Background: an optimization exercise with open tools, aiming at small area. Do not read the settings as production practice.
Only simulation tests tie the RTL to the original design; equivalence was not proved.
No activity file was given, so power comes from the tool's default toggle rates. No driver is modelled on the clock port, so clocking that relies on it looks cheaper here than on a real chip.

Design cic_filter, start of the top module:
module cic_filter #(
    parameter INPUT_WIDTH  = 5,
    parameter R            = 16,
    parameter N            = 15,
    parameter M            = 1,
    parameter INTERNAL_WIDTH = INPUT_WIDTH + N * $clog2(R*M)
)(
    input  wire                          clk,
    input  wire                          rst_n,
    input  wire                          in_valid,
    input  wire signed [INPUT_WIDTH-1:0] in_data,
    output reg                           out_valid,
    output wire signed [INTERNAL_WIDTH-1:0] out_data
);
For scale: about 6200 cells after synthesis, roughly 3100 flip-flops, roughly 74 I/O pins, about 0.099 mm^2 of cells after synthesis.
export LEC_CHECK = 0
export CAP_MARGIN = 20
export CORE_MARGIN = 2
export CORE_UTILIZATION = 60
export CTS_BUF_LIST = sky130_fd_sc_hd__clkbuf_16
export SLEW_MARGIN = 20
create_clock -name core_clock -period 15.0 [get_ports {clk}]
standard.sh (not shown) runs the stock make flow with config.mk's settings and CLKGATE_MAP_FILE= SYNTH_SCRIPT=/design/flow/synth_recipe.tcl, a recipe that flattens the netlist after the stock synthesis.
==> flow/flow/run.sh <==
#!/bin/bash
# The standard layout (standard.sh), with two changes:
#  - clock tree synthesis uses larger sink clusters and adds no dummy loads;
#  - the port buffers are the smallest buffer cell.
# Each tool's full output is in the ORFS logs under orfs/logs; make's own
# output is in standard.log.
export CTS_ARGS="-sink_clustering_enable -repair_clock_nets -dont_use_dummy_load -buf_list sky130_fd_sc_hd__clkbuf_16 -sink_clustering_size 30 -sink_clustering_max_diameter 100"
export BUFFER_PORTS_ARGS="-buffer_cell sky130_fd_sc_hd__buf_1"
bash standard.sh > standard.log 2>&1
==> next run, changes <==
--- a/flow/design.v
+++ b/flow/design.v
@@ -94,79 +94,77 @@
             end else begin : ln
                 assign le = ev[s];
             end
             always @(posedge clk) begin
                 if (le) dlat[LO(s) +: SW(s)] <= integ[(N-1)*W+LO(s) +: SW(s)];
             end
         end
     endgenerate
     reg [3:0] ph;         
     reg       dpend;      
     reg       busy;       
-    reg       pdone;      
-    reg [3:0] ocnt;       
+    reg       started;    
     wire step0  = (ph == 0) & dpend;
     wire proc0  = (ph == 0) ? dpend : busy;
     wire last0  = (ph == L-1) & busy;
-    wire pmask0 = ~pdone;
+    wire pre0   = ~started;
     always @(posedge clk or negedge rst_n) begin
         if (!rst_n) begin
             ph <= 0;
             dpend <= 0;
             busy <= 0;
-            pdone <= 0;
-            ocnt <= 0;
+            started <= 0;
         end else begin
             ph <= (ph == L-1) ? 4'd0 : ph + 1'b1;
             if (ev0) dpend <= 1'b1;
             else if (ph == 0) dpend <= 1'b0;
             if (ph == 0) busy <= dpend;
             else if (ph == L-1) busy <= 1'b0;
-            if (last0) pdone <= 1'b1;
-            if (step0 && ocnt != L) ocnt <= ocnt + 1'b1;
-        end
-    end
-    reg [NS-1:1] step_d, proc_d, last_d, pmask_d;
+            if (step0) started <= 1'b1;
+        end
+    end
+    reg [NS-1:1] step_d, proc_d, last_d, pre_d;
     always @(posedge clk or negedge rst_n) begin
         if (!rst_n) begin
-            step_d <= 0; proc_d <= 0; last_d <= 0; pmask_d <= {(NS-1){1'b1}};
+            step_d <= 0; proc_d <= 0; last_d <= 0; pre_d <= {(NS-1){1'b1}};
         end else begin
             step_d  <= {step_d[NS-2:1],  step0};
             proc_d  <= {proc_d[NS-2:1],  proc0};
             last_d  <= {last_d[NS-2:1],  last0};
-            pmask_d <= {pmask_d[NS-2:1], pmask0};
+            pre_d   <= {pre_d[NS-2:1],   pre0};
         end
     end
     reg  [L*W-1:0] rp;    
     reg  [L*W-1:0] rq;    
     reg  [W-1:0] acc;           
     reg  [NS-1:1] ccarry;       
     wire [W-1:0] p_in;          
     wire [W-1:0] q_in;          
     wire [W-1:0] q_new;         
     generate
         for (s = 0; s < NS; s = s + 1) begin : cseg
-            wire st, pr, la, pm, cin;
+            wire st, pr, la, pz, cin;
             if (s == 0) begin : c0
-                assign st = step0; assign pr = proc0; assign la = last0; assign pm = pmask0;
+                assign st = step0; assign pr = proc0; assign la = last0; assign pz = pre0;
                 assign cin = 1'b1;
             end else begin : cn
-                assign st = step_d[s]; assign pr = proc_d[s]; assign la = last_d[s]; assign pm = pmask_d[s];
+                assign st = step_d[s]; assign pr = proc_d[s]; assign la = last_d[s]; assign pz = pre_d[s];
                 assign cin = ccarry[s];
             end
             wire [SW(s)-1:0] src  = st ? dlat[LO(s) +: SW(s)] : acc[LO(s) +: SW(s)];
-            wire [SW(s)-1:0] pnot = ~rp[LO(s) +: SW(s)] | {SW(s){pm}};
+            wire [SW(s)-1:0] pnot = ~rp[LO(s) +: SW(s)];
             wire [SW(s):0]   dif;
             cic_rca #(.WIDTH(SW(s))) sub (.a(src), .b(pnot), .ci(cin), .s(dif));
-            assign p_in[LO(s) +: SW(s)] = pr ? src : rp[LO(s) +: SW(s)];
-            wire [SW(s)-1:0] qshift = proc0 ? rq[W+LO(s) +: SW(s)] : rq[LO(s) +: SW(s)];
+            assign p_in[LO(s) +: SW(s)] = pr ? src : pz ? {SW(s){1'b0}} : rp[LO(s) +: SW(s)];
+            wire [SW(s)-1:0] qshift = proc0 ? rq[W+LO(s) +: SW(s)] :
+                                      pre0  ? {SW(s){1'b0}} : rq[LO(s) +: SW(s)];
             if (s == 0) begin : q0
                 assign q_in[LO(s) +: SW(s)]  = la ? dif[SW(s)-1:0] : qshift;
                 assign q_new[LO(s) +: SW(s)] = {SW(s){1'b0}};
             end else begin : qn
                 assign q_in[LO(s) +: SW(s)]  = qshift;
                 assign q_new[LO(s) +: SW(s)] = la ? dif[SW(s)-1:0] : rq[(L-s)*W+LO(s) +: SW(s)];
             end
             always @(posedge clk) begin
                 acc[LO(s) +: SW(s)] <= dif[SW(s)-1:0];
             end
             if (s < NS-1) begin : cout
@@ -184,32 +182,27 @@
                     if (k == L-1)
                         rq[k*W+LO(s) +: SW(s)] <= q_in[LO(s) +: SW(s)];
                     else if (s > 0 && k == L-1-s)
                         rq[k*W+LO(s) +: SW(s)] <= q_new[LO(s) +: SW(s)];
                     else
                         rq[k*W+LO(s) +: SW(s)] <= rq[(k+1)*W+LO(s) +: SW(s)];
                 end
             end
         end
     endgenerate
     wire step0_next = (ph == L-1) & (dpend | ev0);
-    reg  real_r;     
-    always @(posedge clk or negedge rst_n) begin
-        if (!rst_n) begin
-            out_valid <= 1'b0; real_r <= 1'b0;
-        end else begin
-            out_valid <= step0_next;
-            real_r <= step0_next & (ocnt == L);
-        end
-    end
-    assign out_data = rq[W-1:0] & {W{real_r}};
+    always @(posedge clk or negedge rst_n) begin
+        if (!rst_n) out_valid <= 1'b0;
+        else        out_valid <= step0_next;
+    end
+    assign out_data = rq[W-1:0];
 endmodule
 module cic_rca #(
     parameter WIDTH = 8
 )(
     input  wire [WIDTH-1:0] a,
     input  wire [WIDTH-1:0] b,
     input  wire             ci,
     output wire [WIDTH:0]   s
 );
     wire [WIDTH:0] c;
     assign c[0] = ci;
Design area falls by 1.2%.
Power hardly moves.
Final cell count falls by 1.2%.
Maximum frequency came out higher by 6.2%.
Critical path depth does not change.
Worst hold slack is better by 0.0052 ns.
Utilization falls by 0.51 points.
Die area came out lower by 0.88%.
Global-route usage went up by 0.14 points.
Via count goes down by 2.2%.
Combinational power came out higher by about 0.9%.
Synthesized area goes down by 0.89%.
Wire length barely changes.

The RTL this note starts from:
==> flow/design.v <==
module cic_filter #(
    parameter INPUT_WIDTH  = 5,
    parameter R            = 16,
    parameter N            = 15,
    parameter M            = 1,
    parameter INTERNAL_WIDTH = INPUT_WIDTH + N * $clog2(R*M)
)(
    input  wire                          clk,
    input  wire                          rst_n,
    input  wire                          in_valid,
    input  wire signed [INPUT_WIDTH-1:0] in_data,
    output reg                           out_valid,
    output wire signed [INTERNAL_WIDTH-1:0] out_data
);
    localparam W  = INTERNAL_WIDTH;    
    localparam NS = 3;                 
    localparam L  = N;                 
    localparam S0 = 22, S1 = 22, S2 = W - S0 - S1;
    function integer LO(input integer s);
        LO = (s == 0) ? 0 : (s == 1) ? S0 : S0 + S1;
    endfunction
    function integer SW(input integer s);
        SW = (s == 0) ? S0 : (s == 1) ? S1 : S2;
    endfunction
    genvar s, k;
    reg [NS-1:1] gd;          
    wire [NS-1:0] g = {gd, in_valid};
    reg [NS-1:1] gsign;       
    reg [3:0]    cnt;         
    wire ev0 = in_valid & (cnt == R-1);    
    reg [NS-1:1] ev;          
    always @(posedge clk or negedge rst_n) begin
        if (!rst_n) begin
            gd <= 0;
            gsign <= 0;
            ev <= 0;
            cnt <= 0;
        end else begin
            gd <= g[NS-2:0];
            gsign <= {gsign[NS-2:1], in_valid & in_data[INPUT_WIDTH-1]};
            ev <= {ev[NS-2:1], ev0};
            if (in_valid) cnt <= cnt + 1'b1;
        end
    end
    reg  [N*W-1:0]  integ;
    reg  [N*NS-1:0] icarry;    
    generate
        for (s = 0; s < NS; s = s + 1) begin : iseg
            for (k = 0; k < N; k = k + 1) begin : istage
                wire [SW(s)-1:0] addend;
                wire             cin;
                if (k == 0) begin : first
                    if (s == 0)
                        assign addend = {{(SW(0)-INPUT_WIDTH){in_data[INPUT_WIDTH-1]}}, in_data} & {SW(0){in_valid}};
                    else
                        assign addend = {SW(s){gsign[s]}};
                end else begin : rest
                    assign addend = integ[(k-1)*W+LO(s) +: SW(s)] & {SW(s){g[s]}};
                end
                if (s == 0) begin : c0
                    assign cin = 1'b0;
                end else begin : cn
                    assign cin = icarry[k*NS+s];
                end
                wire [SW(s):0] sum = {1'b0, integ[k*W+LO(s) +: SW(s)]} + {1'b0, addend} + cin;
                always @(posedge clk or negedge rst_n) begin
                    if (!rst_n) begin
                        integ[k*W+LO(s) +: SW(s)] <= 0;
                    end else begin
                        integ[k*W+LO(s) +: SW(s)] <= sum[SW(s)-1:0];
                    end
                end
                if (s < NS-1) begin : cout
                    always @(posedge clk or negedge rst_n) begin
                        if (!rst_n) icarry[k*NS+s+1] <= 1'b0;
                        else        icarry[k*NS+s+1] <= sum[SW(s)];
                    end
                end
            end
        end
    endgenerate
    reg [W-1:0] dlat;
    generate
        for (s = 0; s < NS; s = s + 1) begin : dseg
            wire le;
            if (s == 0) begin : l0
                assign le = ev0;
            end else begin : ln
                assign le = ev[s];
            end
            always @(posedge clk) begin
                if (le) dlat[LO(s) +: SW(s)] <= integ[(N-1)*W+LO(s) +: SW(s)];
            end
        end
    endgenerate
    reg [3:0] ph;         
    reg       dpend;      
    reg       busy;       
    reg       pdone;      
    reg [3:0] ocnt;       
    wire step0  = (ph == 0) & dpend;
    wire proc0  = (ph == 0) ? dpend : busy;
    wire last0  = (ph == L-1) & busy;
    wire pmask0 = ~pdone;
    always @(posedge clk or negedge rst_n) begin
        if (!rst_n) begin
            ph <= 0;
            dpend <= 0;
            busy <= 0;
            pdone <= 0;
            ocnt <= 0;
        end else begin
            ph <= (ph == L-1) ? 4'd0 : ph + 1'b1;
            if (ev0) dpend <= 1'b1;
            else if (ph == 0) dpend <= 1'b0;
            if (ph == 0) busy <= dpend;
            else if (ph == L-1) busy <= 1'b0;
            if (last0) pdone <= 1'b1;
            if (step0 && ocnt != L) ocnt <= ocnt + 1'b1;
        end
    end
    reg [NS-1:1] step_d, proc_d, last_d, pmask_d;
    always @(posedge clk or negedge rst_n) begin
        if (!rst_n) begin
            step_d <= 0; proc_d <= 0; last_d <= 0; pmask_d <= {(NS-1){1'b1}};
        end else begin
            step_d  <= {step_d[NS-2:1],  step0};
            proc_d  <= {proc_d[NS-2:1],  proc0};
            last_d  <= {last_d[NS-2:1],  last0};
            pmask_d <= {pmask_d[NS-2:1], pmask0};
        end
    end
    reg  [L*W-1:0] rp;    
    reg  [L*W-1:0] rq;    
    reg  [W-1:0] acc;           
    reg  [NS-1:1] ccarry;       
    wire [W-1:0] p_in, q_in;
    generate
        for (s = 0; s < NS; s = s + 1) begin : cseg
            wire st, pr, la, pm, cin;
            if (s == 0) begin : c0
                assign st = step0; assign pr = proc0; assign la = last0; assign pm = pmask0;
                assign cin = 1'b1;
            end else begin : cn
                assign st = step_d[s]; assign pr = proc_d[s]; assign la = last_d[s]; assign pm = pmask_d[s];
                assign cin = ccarry[s];
            end
            wire [SW(s)-1:0] src  = st ? dlat[LO(s) +: SW(s)] : acc[LO(s) +: SW(s)];
            wire [SW(s)-1:0] pnot = ~rp[LO(s) +: SW(s)] | {SW(s){pm}};
            wire [SW(s):0]   dif  = {1'b0, src} + {1'b0, pnot} + cin;
            assign p_in[LO(s) +: SW(s)] = pr ? src : rp[LO(s) +: SW(s)];
            assign q_in[LO(s) +: SW(s)] = la ? dif[SW(s)-1:0] :
                                          pr ? rq[W+LO(s) +: SW(s)] : rq[LO(s) +: SW(s)];
            always @(posedge clk) begin
                acc[LO(s) +: SW(s)] <= dif[SW(s)-1:0];
            end
            if (s < NS-1) begin : cout
                always @(posedge clk) ccarry[s+1] <= dif[SW(s)];
            end
        end
    endgenerate
    always @(posedge clk) begin
        rp <= {p_in, rp[L*W-1:W]};
        rq <= {q_in, rq[L*W-1:W]};
    end
    reg [S0-1:0] o0a, o0b;
    reg [S1-1:0] o1a;
    reg [NS-2:0] vpipe;    
    reg [NS-2:0] rpipe;    
    always @(posedge clk) begin
        o0a <= rq[S0-1:0];
        o0b <= o0a;
        o1a <= rq[S0 +: S1];
    end
    always @(posedge clk or negedge rst_n) begin
        if (!rst_n) begin
            vpipe <= 0; rpipe <= 0; out_valid <= 1'b0;
        end else begin
            vpipe <= {vpipe[NS-3:0], step0};
            rpipe <= {rpipe[NS-3:0], step0 & (ocnt == L)};
            out_valid <= vpipe[NS-3];
        end
    end
    wire real_r = rpipe[NS-2];
    assign out_data = {rq[S0+S1 +: S2], o1a, o0b} & {W{real_r}};
endmodule
Settings: LEC_CHECK=0, CAP_MARGIN=20, CORE_MARGIN=2, CORE_UTILIZATION=45, SLEW_MARGIN=20; clock period 15.0 ns.
run.sh (not shown) runs the stock make flow with config.mk's settings and CLKGATE_MAP_FILE= SYNTH_SCRIPT=/design/flow/synth_recipe.tcl, a recipe that flattens the netlist after the stock synthesis.
Stock flow here: none of the scripts above is used.
Rerun with:
--- a/flow/design.v
+++ b/flow/design.v
@@ -59,13 +59,14 @@
                 end
                 if (s == 0) begin : c0
                     assign cin = 1'b0;
                 end else begin : cn
                     assign cin = icarry[k*NS+s];
                 end
-                wire [SW(s):0] sum = {1'b0, integ[k*W+LO(s) +: SW(s)]} + {1'b0, addend} + cin;
+                wire [SW(s):0] sum;
+                cic_rca #(.WIDTH(SW(s))) add (.a(integ[k*W+LO(s) +: SW(s)]), .b(addend), .ci(cin), .s(sum));
                 always @(posedge clk or negedge rst_n) begin
                     if (!rst_n) begin
                         integ[k*W+LO(s) +: SW(s)] <= 0;
                     end else begin
                         integ[k*W+LO(s) +: SW(s)] <= sum[SW(s)-1:0];
                     end
@@ -144,13 +145,14 @@
             end else begin : cn
                 assign st = step_d[s]; assign pr = proc_d[s]; assign la = last_d[s]; assign pm = pmask_d[s];
                 assign cin = ccarry[s];
             end
             wire [SW(s)-1:0] src  = st ? dlat[LO(s) +: SW(s)] : acc[LO(s) +: SW(s)];
             wire [SW(s)-1:0] pnot = ~rp[LO(s) +: SW(s)] | {SW(s){pm}};
-            wire [SW(s):0]   dif  = {1'b0, src} + {1'b0, pnot} + cin;
+            wire [SW(s):0]   dif;
+            cic_rca #(.WIDTH(SW(s))) sub (.a(src), .b(pnot), .ci(cin), .s(dif));
             assign p_in[LO(s) +: SW(s)] = pr ? src : rp[LO(s) +: SW(s)];
             assign q_in[LO(s) +: SW(s)] = la ? dif[SW(s)-1:0] :
                                           pr ? rq[W+LO(s) +: SW(s)] : rq[LO(s) +: SW(s)];
             always @(posedge clk) begin
                 acc[LO(s) +: SW(s)] <= dif[SW(s)-1:0];
             end
@@ -181,6 +183,25 @@
             out_valid <= vpipe[NS-3];
         end
     end
     wire real_r = rpipe[NS-2];
     assign out_data = {rq[S0+S1 +: S2], o1a, o0b} & {W{real_r}};
 endmodule
+module cic_rca #(
+    parameter WIDTH = 8
+)(
+    input  wire [WIDTH-1:0] a,
+    input  wire [WIDTH-1:0] b,
+    input  wire             ci,
+    output wire [WIDTH:0]   s
+);
+    wire [WIDTH:0] c;
+    assign c[0] = ci;
+    genvar i;
+    generate
+        for (i = 0; i < WIDTH; i = i + 1) begin : fa
+            assign s[i]   = a[i] ^ b[i] ^ c[i];
+            assign c[i+1] = (a[i] & b[i]) | (a[i] & c[i]) | (b[i] & c[i]);
+        end
+    endgenerate
+    assign s[WIDTH] = c[WIDTH];
+endmodule
Result:
- routed wire length decreases by a quarter to a third
- core utilization increases by 0.83 points
- sequential power increases by a few percent
- worst hold slack hardly moves
- register-to-register slack got worse by 8.0 ns
- worst setup slack got worse by 6.6 ns
- power decreases by a quarter to a third
- combinational power decreases by well over a third
- cell count decreases by a quarter to a third

static timing again, ports no longer ideal:
Ports are ideal in the flow. The routed layouts listed here were re-timed in OpenROAD.
Step 1: set_driving_cell puts a clkbuf_16 on clk and a buf_2 on each other input, an assumption about the parent block.
Step 2 moves the port delays by t, midway between the first and last clock arrival at a register: inputs arrive t later, outputs are due t later. That takes back most of the time a late clock gives input paths.
Slacks: ideal ports / drivers / drivers and shift; pairs: ideal ports / drivers.
run	t, ns	setup slack, ns	cell pins on the clock port's net
the first run of note 1	0.803	2.878 / 2.878 / 2.878	1
the second run of note 1	0.801	3.590 / 3.590 / 3.590	1
the first run of note 2	0.938	8.417 / 8.456 / 7.518	1
the second run of note 2	0.962	1.840 / 1.840 / 1.840	1
After both steps every run listed still meets setup and hold. The setup slack of the first run of note 2, which loses most, moves by +0.039 ns with the drivers and by -0.899 ns with both steps.
